Background: an optimization exercise with open tools, aiming at small area. Do not read the settings as production practice.
Only simulation tests tie the RTL to the original design; equivalence was not proved.
No activity file was given, so power comes from the tool's default toggle rates.

[flow/run.sh]
#!/bin/bash
# synth_recipe.tcl (not shown) runs the flow's synth.tcl, then flattens the netlist and writes it again
# the make line also repeats each setting of config.mk as NAME=value (left out here)
make -C /OpenROAD-flow-scripts/flow DESIGN_CONFIG=/design/flow/config.mk WORK_HOME=/design/flow/orfs CLKGATE_MAP_FILE= SYNTH_SCRIPT=/design/flow/synth_recipe.tcl finish
[flow/config.mk]
export PLATFORM = sky130hd
export DESIGN_NAME = pid_control
export DESIGN_NICKNAME = pid_control
export VERILOG_FILES = /design/flow/design.v
export SDC_FILE = /design/flow/constraint.sdc
export NUM_CORES = 4
export LEC_CHECK = 0
export CAP_MARGIN = 20
export CORE_MARGIN = 2
export CORE_UTILIZATION = 40
export SLEW_MARGIN = 20
[flow/constraint.sdc]
create_clock -name core_clock -period 8.0 [get_ports {clk}]
set_input_delay 1.6000 -clock core_clock [delete_from_list [all_inputs] [get_ports {clk}]]
set_output_delay 1.6000 -clock core_clock [all_outputs]
set_load 0.01 [all_outputs]
[flow/design.v]
module pid (
  input                      clk    ,
  input                      reset  ,
  input  logic signed [15:0] refer  ,
  input  logic signed [15:0] data   ,
  input                      load   ,    
  input                      init   ,    
  input                      step   ,    
  input                      dbl    ,    
  input                      cin    ,    
  output logic        [11:0] pwm_val
);
  logic signed [16:0] error;      
  logic        [25:0] acc;
  logic        [16:0] eb;
  logic        [17:0] addend;
  logic        [25:0] sum;
  logic        [25:0] acc_init;
  logic        [15:0] ctl;
  assign eb       = {~error[16], error[15:0]};
  assign addend   = dbl ? {eb, 1'b0} : {1'b0, eb};
  logic        [26:0] cy;
  logic        [16:0] e_new;
  logic        [17:0] bc;
  assign cy[0] = cin;
  for (genvar i = 0; i < 26; i++) begin : g_sum
    if (i < 18) begin : g_fa
      assign sum[i]  = acc[i] ^ addend[i] ^ cy[i];
      assign cy[i+1] = (acc[i] & addend[i]) | (acc[i] & cy[i]) | (addend[i] & cy[i]);
    end else begin : g_ha
      assign sum[i]  = acc[i] ^ cy[i];
      assign cy[i+1] = acc[i] & cy[i];
    end
  end
  assign bc[0] = 1'b1;
  for (genvar i = 0; i < 17; i++) begin : g_sub
    localparam int J = (i < 16) ? i : 15;
    assign e_new[i] = refer[J] ^ ~data[J] ^ bc[i];
    assign bc[i+1]  = (refer[J] & ~data[J]) | (refer[J] & bc[i]) | (~data[J] & bc[i]);
  end
  assign acc_init = {~eb[16:7] + 10'd102, ~eb[6:0], 9'h1ff};
  assign ctl      = sum[15:0];
  always_ff @(posedge clk or posedge reset)
    if (reset)
      error <= '0;
    else if (load)
      error <= e_new;
  always_ff @(posedge clk)
    if (init)
      acc <= acc_init;
    else if (step)
      acc <= {2'b00, sum[25:2]};
  always_ff @(posedge clk)
    if (load)
      pwm_val <= ctl[15] ? 12'd0 : (|ctl[14:12]) ? 12'd4095 : ctl[11:0];
endmodule
module pid_control #(
  parameter SENSOR_ADDR = 16'hDEAD,
  parameter PWM_ADDR    = 16'hDEAD,
  parameter INIT_REFER  = 0       ,
  parameter PWM_WIDTH   = 16      ,
  parameter TEMP_WIDTH  = 16
) (
  input                         clk               ,
  input                         reset             ,
  output logic [TEMP_WIDTH-1:0] temp_address      ,
  output logic                  temp_read         ,
  input        [          31:0] temp_readdata     ,
  input                         temp_readdatavalid,
  input                         temp_waitrequest  ,
  output logic [ PWM_WIDTH-1:0] pwm_address       ,
  output logic                  pwm_write         ,
  output logic [          31:0] pwm_writedata     ,
  input                         pwm_waitrequest   ,
  input        [           1:0] csr_address       ,
  input                         csr_write         ,
  input        [          31:0] csr_writedata     ,
  input                         csr_read          ,
  output logic [          31:0] csr_readdata
);
  localparam logic [2:0] S_RESET = 3'd0,
                         S_IDLE  = 3'd1,
                         S_READ  = 3'd2,
                         S_CALC  = 3'd3,
                         S_RPID  = 3'd4,
                         S_WPID  = 3'd5;
  logic        [ 2:0] state;
  logic signed [15:0] readed_temp;
  logic signed [15:0] refer;
  logic        [15:0] rd_lo;
  logic               rd_hi;
  logic        [11:0] pwm_val;
  wire idle = (state == S_IDLE) & ~pwm_write;
  wire rpid = (state == S_RPID);
  wire wpid = (state == S_WPID) & ~pwm_write;
  wire read = (state == S_READ);
  wire calc = (state == S_CALC);
  wire step = wpid | calc | (pwm_write & ~pwm_waitrequest) |
              (idle & ~temp_waitrequest) | (read & temp_readdatavalid);
  always_ff @(posedge clk or posedge reset)
    if (reset)
      begin
        refer <= INIT_REFER;
        rd_lo <= '0;
        rd_hi <= 1'b0;
      end
    else
      begin
        if (csr_write)
          begin
            if (csr_address == 2'h0)
              refer <= csr_writedata[15:0];
          end
        else if (csr_read)
          begin
            if (csr_address == 2'h0)
              begin
                rd_lo <= refer;
                rd_hi <= refer[7];
              end
            else if (csr_address == 2'h1)
              begin
                rd_lo <= readed_temp;
                rd_hi <= readed_temp[15];
              end
          end
        else
          begin
            rd_lo <= '0;
            rd_hi <= 1'b0;
          end
      end
  assign csr_readdata = {{16{rd_hi}}, rd_lo};
  always_ff @(posedge clk or posedge reset)
    if (reset)
      begin
        state       <= S_RESET;
        readed_temp <= '0;
        temp_read   <= 1'b0;
        pwm_write   <= 1'b0;
      end
    else
      begin
        temp_read <= idle;
        if (pwm_write)
          begin
            if (!pwm_waitrequest)
              pwm_write <= 1'b0;
          end
        else
          case (state)
            S_RESET : state <= S_IDLE;
            S_IDLE  : if (!temp_waitrequest) state <= S_READ;
            S_READ  :
              if (temp_readdatavalid)
                begin
                  readed_temp <= temp_readdata[15:0];
                  state       <= S_CALC;
                end
            S_CALC  : state <= S_RPID;
            S_RPID  : state <= S_WPID;
            default :
              begin
                pwm_write <= 1'b1;
                state     <= S_IDLE;
              end
          endcase
      end
  assign temp_address  = temp_read ? SENSOR_ADDR : '0;
  assign pwm_address   = pwm_write ? PWM_ADDR : '0;
  assign pwm_writedata = {20'd0, pwm_val & {12{pwm_write}}};
  pid pid_inst (
    .clk    (clk                       ),
    .reset  (reset                     ),
    .refer  (refer                     ),
    .data   (readed_temp               ),
    .load   (rpid                      ),
    .init   (rpid | (state == S_RESET) ),
    .step   (step                      ),
    .dbl    (wpid | pwm_write | read    ),
    .cin    (wpid                      ),
    .pwm_val(pwm_val                   )
  );
endmodule
==> results of run 1 <==
power breakdown:
group / internal [mW] / switching (mW)
Clock: 0.215 / 0.209
Sequential: 0.893 / 0.189
Combinational: 1.02 / 1.12
Total: 2.13 / 1.52
final timing paths:
path / depth (start not counted) / end / slack [ns]
min in group asynchronous: 3 / pid_inst.error[2] / 1.84
setup reg to reg: 38 / pid_inst.acc[23] / -0.23
setup / recovery: 38 / pid_inst.acc[23] / -0.23
max in group asynchronous: 3 / pwm_write / 5.53
hold reg to reg: 2 / rd_lo[15] / 0.49
hold / removal: 2 / rd_lo[15] / 0.49
cells by family after synthesis:
logic type                 count (synthesis)
and+or+nand+nor                          116
other                                      1
AOI/OAI and AO/OA                        103
DFF                                      109
buffers and inverters                    142
adders and majority gates                 42
muxes                                     51
xor gates and xnor gates                   8
registers in the layout, indices dropped and copies added, names as in the netlist:
name,count
pid_inst.acc,26
pwm_write,1
pid_inst.error,17
rd_lo,16
pid_inst.pwm_val,12
rd_hi,1
state,3
readed_temp,16
temp_read,1
refer,16
metal layers:
metal / vias up / global-route usage / part of all wire
li1: 1946 / - / -
met1: 1972 / 0.2136 / 0.48
met2: 127 / 0.2539 / 0.46
met3: 10 / 0.02436 / 0.050
met4: 0 / 0.04807 / 0.012
met5: - / 0 / 0
layout by cell type, fill, tap and decap left out, types with 4 or more instances in the layout:
| cell | instances |
|---|---|
| clkdlybuf4s50_1 | 108 |
| dfrtp_1 | 70 |
| nand2_1 | 52 |
| inv_1 | 34 |
| a21oi_1 | 32 |
| mux2i_1 | 30 |
| conb_1 | 30 |
| edfxtp_1 | 29 |
| o21ai_1 | 24 |
| nor2_1 | 22 |
| fa_2 | 22 |
| buf_4 | 21 |
| mux2_1 | 20 |
| and2_1 | 13 |
| o22ai_2 | 13 |
| o21ai_0 | 12 |
| fa_1 | 11 |
| clkbuf_16 | 9 |
| dfxtp_1 | 9 |
| inv_2 | 8 |
| nand3_1 | 7 |
| ha_4 | 7 |
| nand2b_1 | 6 |
| o211ai_2 | 6 |
| a31oi_1 | 5 |
| xnor2_1 | 4 |
| xor2_1 | 4 |
cell type report:
class	count	area (um2)	area share
flip-flops and latches	109	2829	0.3680
multi-input cells	350	2923	0.3802
clock inverters	6	46.29	0.006022
clock buffers	10	229.0	0.02979
well taps	211	264.0	0.03434
inverters	42	157.7	0.02051
repair buffers	129	1239	0.1611
worst max-delay path, delay by kind of cell (launching register included):
| family | cells | cell delay (ns) |
|---|---|---|
| flip-flops | 1 | 0.43 |
| AO/OA/AOI/OAI | 2 | 0.40 |
| adder cells (fa/ha/maj) | 25 | 6.38 |
| buffers and inverters | 7 | 0.37 |
| XOR/XNOR | 1 | 0.13 |
| AND/OR/NAND/NOR | 3 | 0.32 |
timing repair:
| item | CTS | global route |
|---|---|---|
| buffers inserted | 3 | 2 |
| pin swaps | 1 | 0 |
| resized for setup | 7 | 3 |
| endpoints found under the setup margin | 5 | 7 |
metrics by stage:
| stage | util | instance area, um2 | hold WS (ns) | setup WS [ns] | total power, mW |
|---|---|---|---|---|---|
| after floorplan | - | 6559 | 0.4741 | -0.4427 | 2.646 |
| after global placement | 0.4789 | 7335 | 0.4777 | -0.2773 | 3.137 |
| after detailed placement | 0.4789 | 7335 | 0.4795 | -0.3385 | 3.203 |
| after CTS | 0.5004 | 7664 | 0.4978 | -0.2430 | 3.670 |
| after global routing | 0.5020 | 7687 | 0.5222 | -0.5259 | 3.968 |
| final | 0.5020 | 7687 | 0.4912 | -0.2262 | 3.645 |
==> results_dict.tcl, run 1 <==
set metrics [dict create \
    antenna_left 0 \
    hold_viol_final 0 \
    drv_slew 0 \
    synthToLayoutAreaGrowth_pct 21.93 \
    timing.final.crit_share 1.028 \
    reg2reg_from "state[1]" \
    core_region_area_um2 15310 \
    netlist.area_leader.share 0.2818 \
    clock_latency_ns 0.35 \
    die_x_um 129.5 \
    fin_setup_tns_ns -0.4542 \
    synth_top_cell_by_area "dfrtp_1" \
    grt_pass1_wl_mm 20.38 \
    synth_cell_types 47 \
    crit_type "register to register" \
    drt_iter0_markers 196 \
    cts-root-buf "clkbuf_16" \
    powerDensity_nw_per_um2 474.1 \
    postSynthCellCount 572 \
    synth_edf_count 29 \
    maxCapViolCount 0 \
    ys_top_cells_by_area "dfrtp_1 28%, edfxtp_1 14%, fa_1 10%" \
    setup_viol 3 \
    gr-total-overflow 0 \
    route.detailed.drc 0 \
    fin_crit_ns 8.226 \
    vias_per_cell 4.732 \
    clk_pin_slew_ns 0.08 \
    synth_area_um2 6305 \
    worst_ep_required_time_ns 8.19 \
    wire_per_inst_um 14.70 \
    diodes 0 \
    cts_buffers 9 \
    portBuffers 108 \
    p_leak_nw 3.214 \
    crit_top_cell "fa_2" \
    start_util 0.4117 \
    synth_simple_gate_area_frac 0.08653 \
    tritoncts_num_sinks 109 \
    grt_max_degree 72 \
    track_usage 0.1550 \
    muxShareOfSynthArea 0.08514 \
    firstDrtPassIters 4 \
    dp_hpwl_mm 8.933 \
    synthFlopType "dfrtp_1" \
    synth_top_family_by_area "buffers and inverters" \
    synthXorXnorAreaFrac 0.01111 \
    status "finished with violations" \
    rsz0062_at_grt "yes" \
    cts_max_level 3 \
    fin_cells 857 \
    hold_start "rd_lo[15]" \
    wl_mm 12.60 \
    vias 4055 \
    min_path_type "register to register" \
    async_flop_share 0.6514 \
    so_faults "setup timing" \
    ioPinCount 171 \
    die_h_um 129.5 \
    grt_pass1_vias 4022 \
    relSlewSlack 0.3834 \
    crit_fanout 3 \
    cpPeakStageDelay_ns 0.43 \
    cp-end-kind "register" \
    drive_above_1_share 0.1579 \
    fmax_mhz 121.6 \
    synth_fa_ha_area_frac 0.1226 \
    worst_ep_arrival_time_ns 8.42 \
    yosysSeqAreaShare 0.4485 \
    yosysWarnings 2 \
    ys_ff_latch 109 \
    die-area_um2 16780 \
    fin_skew_ns 0.006936 \
    setup_slack_ns -0.2262 \
    synth_compound_area_frac 0.1133 \
    avgSynthCellArea_um2 11.02 \
    cts_tree "built" \
    place.gp.congestion 0.8070 \
    ctsLongestPathBuffers 2 \
    nNetsFinal 756 \
    cp_slowest_cell "dfrtp_1" \
    synth_most_common_cell "dfrtp_1" \
    postCtsHoldBufs 0 \
    n_fill_cell 1386 \
    synthTopCellsByCount "71 x dfrtp_1, 69 x buf_4, 53 x nand2_1" \
    antenna_found_initial 0 \
    worst_pin_slew_ns 0.9248 \
    vdd_ir_drop_max_v 0.0002025 \
    startpoint "state[1]" \
    place_inst 836 \
    worst_setup_path_start_kind "register" \
    row_count 45 \
]
==> run 2, diff against run 1 <==
--- a/flow/design.v
+++ b/flow/design.v
@@ -19,7 +19,8 @@
   logic        [15:0] ctl;
   assign eb       = {~error[16], error[15:0]};
   assign addend   = dbl ? {eb, 1'b0} : {1'b0, eb};
-  logic        [26:0] cy;
+  logic        [18:0] cy;
+  logic        [25:18] ones;
   logic        [16:0] e_new;
   logic        [17:0] bc;
   assign cy[0] = cin;
@@ -27,10 +28,13 @@
     if (i < 18) begin : g_fa
       assign sum[i]  = acc[i] ^ addend[i] ^ cy[i];
       assign cy[i+1] = (acc[i] & addend[i]) | (acc[i] & cy[i]) | (addend[i] & cy[i]);
-    end else begin : g_ha
-      assign sum[i]  = acc[i] ^ cy[i];
-      assign cy[i+1] = acc[i] & cy[i];
+    end else begin : g_inc
+      assign sum[i]  = acc[i] ^ (cy[18] & ones[i]);
     end
+  end
+  assign ones[18] = 1'b1;
+  for (genvar i = 19; i < 26; i++) begin : g_ones
+    assign ones[i] = ones[i-1] & acc[i-1];
   end
   assign bc[0] = 1'b1;
   for (genvar i = 0; i < 17; i++) begin : g_sub
@@ -40,10 +44,8 @@
   end
   assign acc_init = {~eb[16:7] + 10'd102, ~eb[6:0], 9'h1ff};
   assign ctl      = sum[15:0];
-  always_ff @(posedge clk or posedge reset)
-    if (reset)
-      error <= '0;
-    else if (load)
+  always_ff @(posedge clk)
+    if (init)
       error <= e_new;
   always_ff @(posedge clk)
     if (init)
==> results_dict.tcl, run 2 <==
set metrics [dict create \
    place.gp.congestion 0.8177 \
    startpoint "state[2]" \
    top_register "pid_inst.acc" \
    timing.final.crit_share 0.9898 \
    wl_met1_mm 5.530 \
    hold_start "rd_lo[2]" \
    crit_fanout 5 \
    largest_reg_flops 26 \
    setup_viol 0 \
    ys_top_cells_by_area "edfxtp_1 22%, dfrtp_1 22%, fa_1 11%" \
    worst_pin_slew_ns 0.8548 \
    wl_mm 12.23 \
    cts_tree "built" \
    drive_above_1_share 0.1703 \
    n_fill_cell 1395 \
    final_common_cell "clkdlybuf4s50_1" \
    synth_edf_count 46 \
    vias_per_cell 4.614 \
    cpPeakStageDelay_ns 0.43 \
    postSynthCellCount 553 \
    ys_ff_latch 109 \
    vias 3899 \
    min_path_cells 2 \
    grt_max_degree 55 \
    cts-root-buf "clkbuf_16" \
    fin_skew_ns 0.008717 \
    drv_slew 0 \
    avgSynthCellArea_um2 11.32 \
    rsz0062_at_grt "yes" \
    min_path_type "register to register" \
    cts_max_level 3 \
    cp-end-kind "register" \
    crit_family "adder cells" \
    grt_pass1_wl_mm 19.52 \
    worst_ep_required_time_ns 8.08 \
    setup_slack_ns 0.08136 \
    async_flop_share 0.4954 \
    powerDensity_nw_per_um2 461.9 \
    cp_slowest_cell "dfrtp_2" \
    synthToLayoutAreaGrowth_pct 21.52 \
    yosysSeqAreaShare 0.4652 \
    row_count 45 \
    fin_setup_tns_ns 0 \
    synth_area_um2 6261 \
    crit_top_cell "fa_2" \
    antenna_found_initial 0 \
    worst_ep_arrival_time_ns 8.00 \
    routed.top_layer "met4" \
    diodes 0 \
    pre_cts_ws_ns -0.08407 \
    clk_pin_slew_ns 0.08 \
    synth_cell_types 52 \
    fmax_mhz 126.3 \
    whs_ns 0.4895 \
    cts_buffers 9 \
    maxCapViolCount 0 \
    tritoncts_num_sinks 109 \
    reg_top3 "pid_inst.acc x26, pid_inst.error x17" \
    start_util 0.4103 \
    antenna_left 0 \
    postCtsHoldBufs 0 \
    fin_crit_ns 7.919 \
    synth_most_common_cell "buf_4" \
    reg2reg_from "state[2]" \
    die-area_um2 16670 \
    status "finished clean" \
    worst_setup_path_start_kind "register" \
    firstDrtPassIters 4 \
    track_usage 0.1522 \
    dp_hpwl_mm 8.563 \
    p_leak_nw 3.166 \
    mostFrequentLayoutCells "108 x clkdlybuf4s50_1, 54 x inv_1, 53 x dfrtp_1, 46 x edfxtp_1, 43 x nand2_1" \
    clock_latency_ns 0.36 \
    ctsLongestPathBuffers 2 \
    critical_path_buf_inv_count 7 \
    critical_path_cell_count 32 \
    netlist.area_leader.share 0.2206 \
    drt_iter0_markers 192 \
    route.detailed.drc 0 \
    ioPinCount 171 \
    nNetsFinal 738 \
    synth_top_cell_by_area "edfxtp_1" \
    portBuffers 108 \
    vdd_ir_drop_max_v 0.0001695 \
    route.met3.wl_um 664 \
    synthFlopType "dfrtp_1" \
    die_h_um 129.1 \
    crit_type "register to register" \
    die_x_um 129.1 \
    hold_viol_final 0 \
    grt_pass1_vias 3894 \
    synthTopCellsByCount "70 x buf_4, 61 x inv_1, 54 x dfrtp_1" \
    relSlewSlack 0.4266 \
    gr-total-overflow 0 \
    wl_met2_mm 5.872 \
    r2r_cells 32 \
    yosysWarnings 2 \
    core_region_area_um2 15260 \
    wire_per_inst_um 14.48 \
]
[run 2: path summary, 6_finish.rpt]
kind,end,slack (ns)
setup / recovery,pid_inst.acc[19],0.08
max in group asynchronous,state[2],5.73
min in group asynchronous,pwm_write,1.76
hold / removal,rd_lo[2],0.49
hold reg to reg,rd_lo[2],0.49
setup reg to reg,pid_inst.acc[19],0.08
[run 2: timing repair]
| action | CTS | global route |
|---|---|---|
| cloned | 0 | 0 |
| resized for setup | 5 | 28 |
| endpoints found under the setup margin | 6 | 9 |
| pin swaps | 5 | 26 |
| buffers inserted | 4 | 1 |
[run 2: layout make-up]
| type | instances | area, um2 | share of cell area |
|---|---|---|---|
| timing repair buffer | 126 | 1231 | 0.1618 |
| tap | 211 | 264.0 | 0.03470 |
| sequential | 109 | 2914 | 0.3830 |
| inverter | 62 | 232.7 | 0.03059 |
| clock buffer | 9 | 225.2 | 0.02960 |
| clock inverter | 7 | 57.56 | 0.007565 |
| multi-input combinational | 321 | 2684 | 0.3527 |
[run 2: routing by layer]
layer  GRT usage  up-vias
met5           0        -
met4     0.05371        0
met3     0.04088       12
met2      0.2464      108
met1      0.1983     1905
li1            -     1874
[run 2: power breakdown]
| group | switching, mW | internal (mW) |
|---|---|---|
| clock | 0.222 | 0.217 |
| combinational | 1.00 | 0.928 |
| sequential | 0.186 | 0.960 |
| total | 1.41 | 2.10 |
[run 2: per-stage QoR]
step	instances	utilization	cell area, um2	power [mW]
finish	845	0.4986	7609	3.514
global route	845	0.4986	7609	3.834
CTS	844	0.4929	7521	3.492
detailed placement	824	0.4715	7194	3.006
global placement	824	0.4715	7194	2.957
floorplan	582	-	6407	2.523
[run 2: cell families after synthesis]
logic type | synth area share
other cells | 0.0005989
fa+ha+maj | 0.1115
simple gates | 0.08034
mux | 0.08713
xor+xnor | 0.01958
compound gates | 0.09373
buf+inv | 0.1419
flops | 0.4652
[run 2: worst reg2reg max path, delay by kind of cell, from the launching register on]
family | cells | cell delay (ns)
xor gates and xnor gates | 1 | 0.11
DFF | 1 | 0.43
adders and majority gates | 18 | 5.73
AOI/OAI and AO/OA | 2 | 0.33
and+or+nand+nor | 4 | 0.51
buffers and inverters | 7 | 0.55

-- afterwards: timing with drivers on the ports --
No port has a modelled driver above. Below, the same layouts with a new extraction and two added sets of constraints. Step 1 (the two cells are an assumption about what drives the block):
set clk [get_ports {clk}]
set_driving_cell -lib_cell sky130_fd_sc_hd__clkbuf_16 $clk
set_driving_cell -lib_cell sky130_fd_sc_hd__buf_2 [delete_from_list [all_inputs] $clk]
Step 2, shift: input delay + t, output delay - t, t = (earliest + latest rising clock arrival at the registers) / 2. This alone moves slack from input paths to output paths. Slacks: ideal ports / drivers / drivers and shift; pairs: ideal ports / drivers.
run	t (ns)	slack for setup (ns)	hold slack, ns	latest minus earliest clock arrival (ns)
run 1	0.386	-0.226 / -0.226 / -0.226	0.491 / 0.491 / 0.491	0.007 / 0.007
run 2	0.398	0.081 / 0.081 / 0.081	0.489 / 0.489 / 0.489	0.009 / 0.009
